What follows belongs to an exercise in optimizing a design on an open flow for small area, a short achievable clock period and few clock cycles; a production flow would make more cautious choices.
Power and IR drop assume default switching activity.

==> 12-18 <==
Design sys_array_fetcher, start of the top module:
module sys_array_fetcher
#(parameter DATA_WIDTH=8,
parameter ARRAY_W=4,
parameter ARRAY_L=4)
(input  clock,
    input  reset_n,
    input  load_params,
    input  start_comp,
    input  [DATA_WIDTH*ARRAY_W*ARRAY_L - 1:0] input_data_a,
    input  [DATA_WIDTH*ARRAY_W*ARRAY_L - 1:0] input_data_b,
    output reg ready,
    output [2*DATA_WIDTH*ARRAY_W*ARRAY_W-1:0] out_data);
==> flow/config.mk <==
export PLATFORM = sky130hd
export DESIGN_NAME = sys_array_fetcher
export DESIGN_NICKNAME = sys_array_fetcher
export VERILOG_FILES = /design/flow/design.v
export SDC_FILE = /design/flow/constraint.sdc
export NUM_CORES = 4
export LEC_CHECK = 0
export CAP_MARGIN = 20
export CORE_MARGIN = 2
export CORE_UTILIZATION = 55
export SETUP_SLACK_MARGIN = 2.0
export SLEW_MARGIN = 20
export SYNTH_HIERARCHICAL = 1
==> flow/constraint.sdc <==
create_clock -name core_clock -period 6.5 [get_ports {clock}]
set_input_delay 1.3000 -clock core_clock [delete_from_list [all_inputs] [get_ports {clock}]]
set_output_delay 1.3000 -clock core_clock [all_outputs]
set_load 0.01 [all_outputs]
standard.sh (not shown) runs the stock make flow with config.mk's settings and CLKGATE_MAP_FILE= SYNTH_SCRIPT=/design/flow/synth_recipe.tcl, a recipe that flattens the netlist after the stock synthesis.
==> flow/flow/run.sh <==
#!/bin/bash
# The standard ORFS layout (the standard.sh, standard synthesis included),
# except that the input and output ports are buffered with buf_4 cells
# instead of buffer_ports' default choice.
set -euo pipefail
export BUFFER_PORTS_ARGS="-buffer_cell sky130_fd_sc_hd__buf_4"
bash standard.sh finish > standard.log 2>&1
==> inputs of 05-07, as changes to 12-18 <==
--- a/flow/config.mk
+++ b/flow/config.mk
@@ -7,7 +7,7 @@
 export LEC_CHECK = 0
 export CAP_MARGIN = 20
 export CORE_MARGIN = 2
-export CORE_UTILIZATION = 55
-export SETUP_SLACK_MARGIN = 2.0
+export CORE_UTILIZATION = 40
+export SETUP_SLACK_MARGIN = 1.8
 export SLEW_MARGIN = 20
 export SYNTH_HIERARCHICAL = 1
==> notes.md <==
- Of 05-07 and 12-18, 12-18 has the higher non-clock buffer count (gap 223).
- Register-to-register slack: 12-18 is higher than 05-07 (230 ps).
- Count of clock-buffer cells in the layout: 12-18 is lower than 05-07 (9).
- In 05-07 the clock power is larger than in 12-18, by about 3%.
- Synthesized cell count is the same in 12-18 and 05-07.
- Of 12-18 and 05-07, 12-18 has the higher routed wire length (gap about 0.5%, measured against 05-07).
- In flip-flop and latch count, 05-07 and 12-18 do not differ.
- First-iteration DRC count: 05-07 is lower than 12-18 (3.9%).
- In area after synthesis, 12-18 and 05-07 do not differ.
==> figures <==
| item | 05-07 | 12-18 |
|---|---|---|
| Dpl cell area | 0.137 mm^2 | 0.139 mm^2 |
| Number of fill cells in the layout | 29400 | 17800 |
| Outcome | timing/DRC/antenna clean | timing/DRC/antenna clean |
| Final area over synthesized area | 1.118x | 1.173x |
| Fraction of power consumed by combinational cells | 0.767 | 0.773 |
| Antenna cells | 13 | 11 |
| Met2 global-route usage | 0.492 | 0.625 |
| HPWL after detailed placement | 393000 um | 361000 um |
| Fraction of the cycle the final worst path needs | 0.736 | 0.718 |
| Initial core utilization | 0.401 | 0.554 |
| Slowest-stage cell, CP | fa_1 | o211ai_1 |
| Fin worst setup slack | 1720 ps | 1830 ps |
| Maximum number of pins on one net before global-route repair | 140 | 141 |
| Fraction of area in registers | 0.131 | 0.126 |
| Sum of routed wire segments on met1 | 196000 um | 191000 um |
| Sequential cell fraction of total power | 0.148 | 0.146 |
| Worst-path fanout max | 7 | 6 |
| Worst r2r src | sel[40] | sel[23] |
| Data arrival time of the critical path | 3480 ps | 3370 ps |
No functional check of the RTL was part of any run of this note.

========
==> onyx: inputs <==
sys_array_fetcher, a different RTL version from the one above (not shown whole).
clock: 6.5 ns
lec_check: 0
cap_margin: 20
core_margin: 2
core_utilization: 40
slew_margin: 20
synth_hierarchical: 1
run.sh (not shown) runs the stock make flow with config.mk's settings and CLKGATE_MAP_FILE= SYNTH_SCRIPT=/design/flow/synth_recipe.tcl, a recipe that flattens the netlist after the stock synthesis.
Stock flow here: none of the scripts above is used.
==> tundra (differences from onyx) <==
--- a/flow/design.v
+++ b/flow/design.v
@@ -1,17 +1,17 @@
 module fa_cell (input a, input b, input c, output s, output co);
 assign s = a ^ b ^ c;
 assign co = (a & b) | (a & c) | (b & c);
 endmodule
 module ha_cell (input a, input b, output s, output co);
 assign s = a ^ b;
 assign co = a & b;
 endmodule
-module dot4_s1 (input [31:0] a, input [31:0] b, input [47:0] sel, output [25:0] cs);
+module dot4_s1 (input [31:0] a, input [47:0] sel, output [25:0] cs);
 wire s1_1 = ((sel[0] & a[0])) ^ sel[2];
 wire s1_2 = ((sel[0] & a[1]) | (sel[1] & a[0])) ^ sel[2];
 wire s1_3 = ((sel[0] & a[2]) | (sel[1] & a[1])) ^ sel[2];
 wire s1_4 = ((sel[0] & a[3]) | (sel[1] & a[2])) ^ sel[2];
 wire s1_5 = ((sel[0] & a[4]) | (sel[1] & a[3])) ^ sel[2];
 wire s1_6 = ((sel[0] & a[5]) | (sel[1] & a[4])) ^ sel[2];
 wire s1_7 = ((sel[0] & a[6]) | (sel[1] & a[5])) ^ sel[2];
 wire s1_8 = ((sel[0] & a[7]) | (sel[1] & a[6])) ^ sel[2];
@@ -486,48 +486,48 @@
     input  reset_n,
     input  load_params,
     input  start_comp,
     input  [DATA_WIDTH*ARRAY_W*ARRAY_L - 1:0] input_data_a,
     input  [DATA_WIDTH*ARRAY_W*ARRAY_L - 1:0] input_data_b,
     output reg ready,
     output [2*DATA_WIDTH*ARRAY_W*ARRAY_W-1:0] out_data);
 localparam CSW = 26;
-reg [127:0] param;                
+reg [191:0] sel;                  
+wire [191:0] sel_next;
 reg [16*CSW-1:0] cs;              
 wire [16*CSW-1:0] cs_next;
-wire [191:0] sel;                 
 genvar i, j;
 generate
     for (i = 0; i < 64; i = i + 1) begin : booth
-        wire b1 = param[2*i+1];
-        wire b0 = param[2*i];
+        wire b1 = input_data_b[2*i+1];
+        wire b0 = input_data_b[2*i];
         wire bm;
         if (i % 4 == 0) begin : lsb
             assign bm = 1'b0;
         end else begin : mid
-            assign bm = param[2*i-1];
+            assign bm = input_data_b[2*i-1];
         end
-        assign sel[3*i]   = b0 ^ bm;
-        assign sel[3*i+1] = (b1 & ~b0 & ~bm) | (~b1 & b0 & bm);
-        assign sel[3*i+2] = b1 & ~(b0 & bm);
+        assign sel_next[3*i]   = b0 ^ bm;
+        assign sel_next[3*i+1] = (b1 & ~b0 & ~bm) | (~b1 & b0 & bm);
+        assign sel_next[3*i+2] = b1 & ~(b0 & bm);
     end
 endgenerate
 generate
     for (i = 0; i < 4; i = i + 1) begin : row
         for (j = 0; j < 4; j = j + 1) begin : col
-            dot4_s1 s1 (.a(input_data_a[32*j +: 32]), .b(param[32*i +: 32]), .sel(sel[48*i +: 48]),
+            dot4_s1 s1 (.a(input_data_a[32*j +: 32]), .sel(sel[48*i +: 48]),
                         .cs(cs_next[CSW*(4*i+j) +: CSW]));
             dot4_s2 s2 (.cs(cs[CSW*(4*i+j) +: CSW]), .y(out_data[16*(4*i+j) +: 16]));
         end
     end
 endgenerate
 always @(posedge clock) begin
     if (~reset_n) begin
-        param <= 128'd0;
+        sel <= 192'd0;
         ready <= 1'b0;
     end else begin
-        if (load_params) param <= input_data_b;
+        if (load_params) sel <= sel_next;
         if (start_comp) ready <= 1'b1;
     end
     if (start_comp) cs <= cs_next;
 end
 endmodule
==> fjord (differences from onyx) <==
--- a/flow/design.v
+++ b/flow/design.v
@@ -1,17 +1,17 @@
 module fa_cell (input a, input b, input c, output s, output co);
 assign s = a ^ b ^ c;
 assign co = (a & b) | (a & c) | (b & c);
 endmodule
 module ha_cell (input a, input b, output s, output co);
 assign s = a ^ b;
 assign co = a & b;
 endmodule
-module dot4_s1 (input [31:0] a, input [31:0] b, input [47:0] sel, output [25:0] cs);
+module dot4_s1 (input [31:0] a, input [47:0] sel, output [25:0] cs);
 wire s1_1 = ((sel[0] & a[0])) ^ sel[2];
 wire s1_2 = ((sel[0] & a[1]) | (sel[1] & a[0])) ^ sel[2];
 wire s1_3 = ((sel[0] & a[2]) | (sel[1] & a[1])) ^ sel[2];
 wire s1_4 = ((sel[0] & a[3]) | (sel[1] & a[2])) ^ sel[2];
 wire s1_5 = ((sel[0] & a[4]) | (sel[1] & a[3])) ^ sel[2];
 wire s1_6 = ((sel[0] & a[5]) | (sel[1] & a[4])) ^ sel[2];
 wire s1_7 = ((sel[0] & a[6]) | (sel[1] & a[5])) ^ sel[2];
 wire s1_8 = ((sel[0] & a[7]) | (sel[1] & a[6])) ^ sel[2];
@@ -486,48 +486,48 @@
     input  reset_n,
     input  load_params,
     input  start_comp,
     input  [DATA_WIDTH*ARRAY_W*ARRAY_L - 1:0] input_data_a,
     input  [DATA_WIDTH*ARRAY_W*ARRAY_L - 1:0] input_data_b,
     output reg ready,
     output [2*DATA_WIDTH*ARRAY_W*ARRAY_W-1:0] out_data);
 localparam CSW = 26;
-reg [127:0] param;                
+reg [191:0] sel;                  
+wire [191:0] sel_next;
 reg [16*CSW-1:0] cs;              
 wire [16*CSW-1:0] cs_next;
-wire [191:0] sel;                 
 genvar i, j;
 generate
     for (i = 0; i < 64; i = i + 1) begin : booth
-        wire b1 = param[2*i+1];
-        wire b0 = param[2*i];
+        wire b1 = input_data_b[2*i+1];
+        wire b0 = input_data_b[2*i];
         wire bm;
         if (i % 4 == 0) begin : lsb
             assign bm = 1'b0;
         end else begin : mid
-            assign bm = param[2*i-1];
+            assign bm = input_data_b[2*i-1];
         end
-        assign sel[3*i]   = b0 ^ bm;
-        assign sel[3*i+1] = (b1 & ~b0 & ~bm) | (~b1 & b0 & bm);
-        assign sel[3*i+2] = b1 & ~(b0 & bm);
+        assign sel_next[3*i]   = b0 ^ bm;
+        assign sel_next[3*i+1] = (b1 & ~b0 & ~bm) | (~b1 & b0 & bm);
+        assign sel_next[3*i+2] = b1 & ~(b0 & bm);
     end
 endgenerate
 generate
     for (i = 0; i < 4; i = i + 1) begin : row
         for (j = 0; j < 4; j = j + 1) begin : col
-            dot4_s1 s1 (.a(input_data_a[32*j +: 32]), .b(param[32*i +: 32]), .sel(sel[48*i +: 48]),
+            dot4_s1 s1 (.a(input_data_a[32*j +: 32]), .sel(sel[48*i +: 48]),
                         .cs(cs_next[CSW*(4*i+j) +: CSW]));
             dot4_s2 s2 (.cs(cs[CSW*(4*i+j) +: CSW]), .y(out_data[16*(4*i+j) +: 16]));
         end
     end
 endgenerate
 always @(posedge clock) begin
     if (~reset_n) begin
-        param <= 128'd0;
+        sel <= 192'd0;
         ready <= 1'b0;
     end else begin
-        if (load_params) param <= input_data_b;
+        if (load_params) sel <= sel_next;
         if (start_comp) ready <= 1'b1;
     end
     if (start_comp) cs <= cs_next;
 end
 endmodule
==> flow/flow/run.sh (new file) <==
#!/bin/bash
# The standard ORFS layout (the standard.sh, standard synthesis included),
# except that the input and output ports are buffered with buf_4 cells
# instead of buffer_ports' default choice.
set -euo pipefail
export BUFFER_PORTS_ARGS="-buffer_cell sky130_fd_sc_hd__buf_4"
bash standard.sh finish > standard.log 2>&1
==> flow/standard.sh (new file) <==
#!/bin/bash
# synth_recipe.tcl (not shown) runs the flow's synth.tcl, then flattens the netlist and writes it again
# the make line also repeats each setting of config.mk as NAME=value (left out here)
make -C /OpenROAD-flow-scripts/flow DESIGN_CONFIG=/design/flow/config.mk WORK_HOME=/design/flow/orfs CLKGATE_MAP_FILE= SYNTH_SCRIPT=/design/flow/synth_recipe.tcl "${@:-finish}"
removed: flow/run.sh
==> results_tabular.tex <==
\begin{tabular}{lr}
\hline
Metric & Value \\
\hline
\multicolumn{2}{l}{\textbf{Outcome}} \\
\quad Status & finished clean \\
\multicolumn{2}{l}{\textbf{Layout}} \\
\quad Data-path buffer share of cell area in the final layout & 9.02\% \\
\quad Flip-flop and latch share of the layout cell area & 12.3\% \\
\quad Sequential cell area & 0.0165 sq mm \\
\quad Area occupied by multi-input gates & 0.0968 sq mm \\
\multicolumn{2}{l}{\textbf{Critical path}} \\
\quad Reg-to-reg critical path startpoint & sel[27]\$\_SDFFE\_PN0P\_ \\
\quad Cell breakdown of the critical path & clkdlybuf4s50\_1 -> buf\_12 -> buf\_4 -> a22oi\_1 -> xnor2\_1 -> fa\_1 -> fa\_1 -> fa\_1 -> fa\_1 -> fa\_1 -> fa\_1 -> fa\_1 \\
\quad Critical Path End & cs[94]\$\_DFFE\_PP\_ \\
\quad Setup slack of the worst register-to-register path & 1.04 ns \\
\multicolumn{2}{l}{\textbf{Power and ir drop}} \\
\quad Switching power share of the total & 47.2\% \\
\quad Static Leakage & a little under 50 nW \\
\quad Power Combinational & around 54 mW \\
\multicolumn{2}{l}{\textbf{STA}} \\
\quad Max Clk Rate & 181 MHz \\
\multicolumn{2}{l}{\textbf{Clock tree}} \\
\quad Clock buffers created by TritonCTS & 82 \\
\multicolumn{2}{l}{\textbf{Yosys}} \\
\quad Fraction of synthesized area in multiplexers & 0.619\% \\
\quad Synth Area in Adders & 36.9\% \\
\multicolumn{2}{l}{\textbf{Global routing}} \\
\quad Aggregate global-route resource usage & 31.8\% \\
\hline
\end{tabular}
Source of the figures above: tundra

==> results_tabular.tex <==
\begin{tabular}{lr}
\hline
Metric & Value \\
\hline
\multicolumn{2}{l}{\textbf{Yosys}} \\
\quad Number of enable flip-flop cells after synthesis & 416 \\
\quad Synth Area in Adders & 37.4\% \\
\quad Fraction of synthesized area in multiplexers & 1.01\% \\
\quad Number of warnings issued by yosys & 7 \\
\multicolumn{2}{l}{\textbf{Power and ir drop}} \\
\quad Power Combinational & roughly 67 mW \\
\quad Switching power share of the total & a little under half \\
\quad Static Leakage & 47.7 nW \\
\multicolumn{2}{l}{\textbf{Critical path}} \\
\quad Reg-to-reg critical path startpoint & param[67]\$\_SDFFE\_PN0P\_ \\
\quad Cell type with the highest occurrence count on the critical path & sky130\_fd\_sc\_hd\_\_fa\_1 \\
\multicolumn{2}{l}{\textbf{Global routing}} \\
\quad Aggregate global-route resource usage & about 32\% \\
\multicolumn{2}{l}{\textbf{Layout}} \\
\quad Area occupied by multi-input gates & 0.0971 sq mm \\
\quad Sequential cell area & around 0.015 sq mm \\
\quad Data-path buffer share of cell area in the final layout & under 10\% \\
\quad Flip-flop and latch share of the layout cell area & 11.3\% \\
\multicolumn{2}{l}{\textbf{STA}} \\
\quad Worst-Margin Slew & between 1 and 1.5 ns \\
\quad Max Clk Rate & 172 MHz \\
\multicolumn{2}{l}{\textbf{Outcome}} \\
\quad Status & finished clean \\
\hline
\end{tabular}
Source of the figures above: onyx

==> results_tabular.tex <==
\begin{tabular}{lr}
\hline
Metric & Value \\
\hline
\multicolumn{2}{l}{\textbf{Global routing}} \\
\quad Aggregate global-route resource usage & around a third \\
\multicolumn{2}{l}{\textbf{Layout}} \\
\quad Area occupied by multi-input gates & 0.0968 sq mm \\
\quad Data-path buffer share of cell area in the final layout & 8.41\% \\
\multicolumn{2}{l}{\textbf{Yosys}} \\
\quad Fraction of synthesized area in multiplexers & 0.619\% \\
\quad Synth Area in Adders & 36.9\% \\
\multicolumn{2}{l}{\textbf{STA}} \\
\quad Max Clk Rate & between 150 and 200 MHz \\
\multicolumn{2}{l}{\textbf{Power and ir drop}} \\
\quad Static Leakage & 48.7 nW \\
\quad Power Combinational & 53.3 mW \\
\quad Switching power share of the total & roughly half \\
\multicolumn{2}{l}{\textbf{Critical path}} \\
\quad Cell breakdown of the critical path & buf\_4 -> buf\_4 -> a22oi\_2 -> xnor2\_1 -> fa\_1 -> fa\_1 -> fa\_1 -> fa\_1 -> fa\_1 -> fa\_1 -> xnor2\_1 -> xnor2\_1 \\
\quad Setup slack of the worst register-to-register path & between 1 and 1.5 ns \\
\multicolumn{2}{l}{\textbf{Outcome}} \\
\quad Status & finished clean \\
\hline
\end{tabular}
Source of the figures above: fjord

No run of this note included a check of the RTL's function; only the layout flow was run.

afterwards: timing with drivers on the ports:
In the flow no input, the clock included, has a driving cell. The finished layouts below were timed again as built, in two steps.
Step 1, drivers: a clkbuf_16 drives clock and a buf_2 each remaining input, both assumed.
Step 2, shift: input delay + t, output delay - t, t = (earliest + latest rising clock arrival at the registers) / 2. This alone moves slack from input paths to output paths.
Slacks: ideal ports / drivers / drivers and shift; pairs: ideal ports / drivers.
| run | shift t [ns] | setup WS [ns] | hold slack, ns | latest minus earliest clock arrival (ns) | worst data-port slew with drivers (ns) |
|---|---|---|---|---|---|
| 12-18 | 0.870 | 1.831 / 1.725 / 0.954 | 0.521 / 0.521 / 0.521 | 0.056 / 0.056 | 0.37 |
| 05-07 | 0.954 | 1.716 / 1.608 / 0.779 | 0.483 / 0.483 / 0.483 | 0.134 / 0.134 | 0.22 |
| onyx | 0.946 | 0.677 / 0.677 / 0.124 | 0.476 / 0.476 / 0.476 | 0.083 / 0.083 | 0.09 |
| tundra | 0.837 | 0.974 / 1.039 / 0.212 | 0.479 / 0.479 / 0.479 | 0.052 / 0.052 | 0.15 |
| fjord | 0.841 | 1.189 / 1.144 / 0.303 | 0.478 / 0.478 / 0.478 | 0.066 / 0.066 | 0.16 |
After both steps every run listed still meets setup and hold. For 05-07, which loses most, drivers alone change the setup slack by -0.108 ns; drivers and shift together by -0.937 ns.
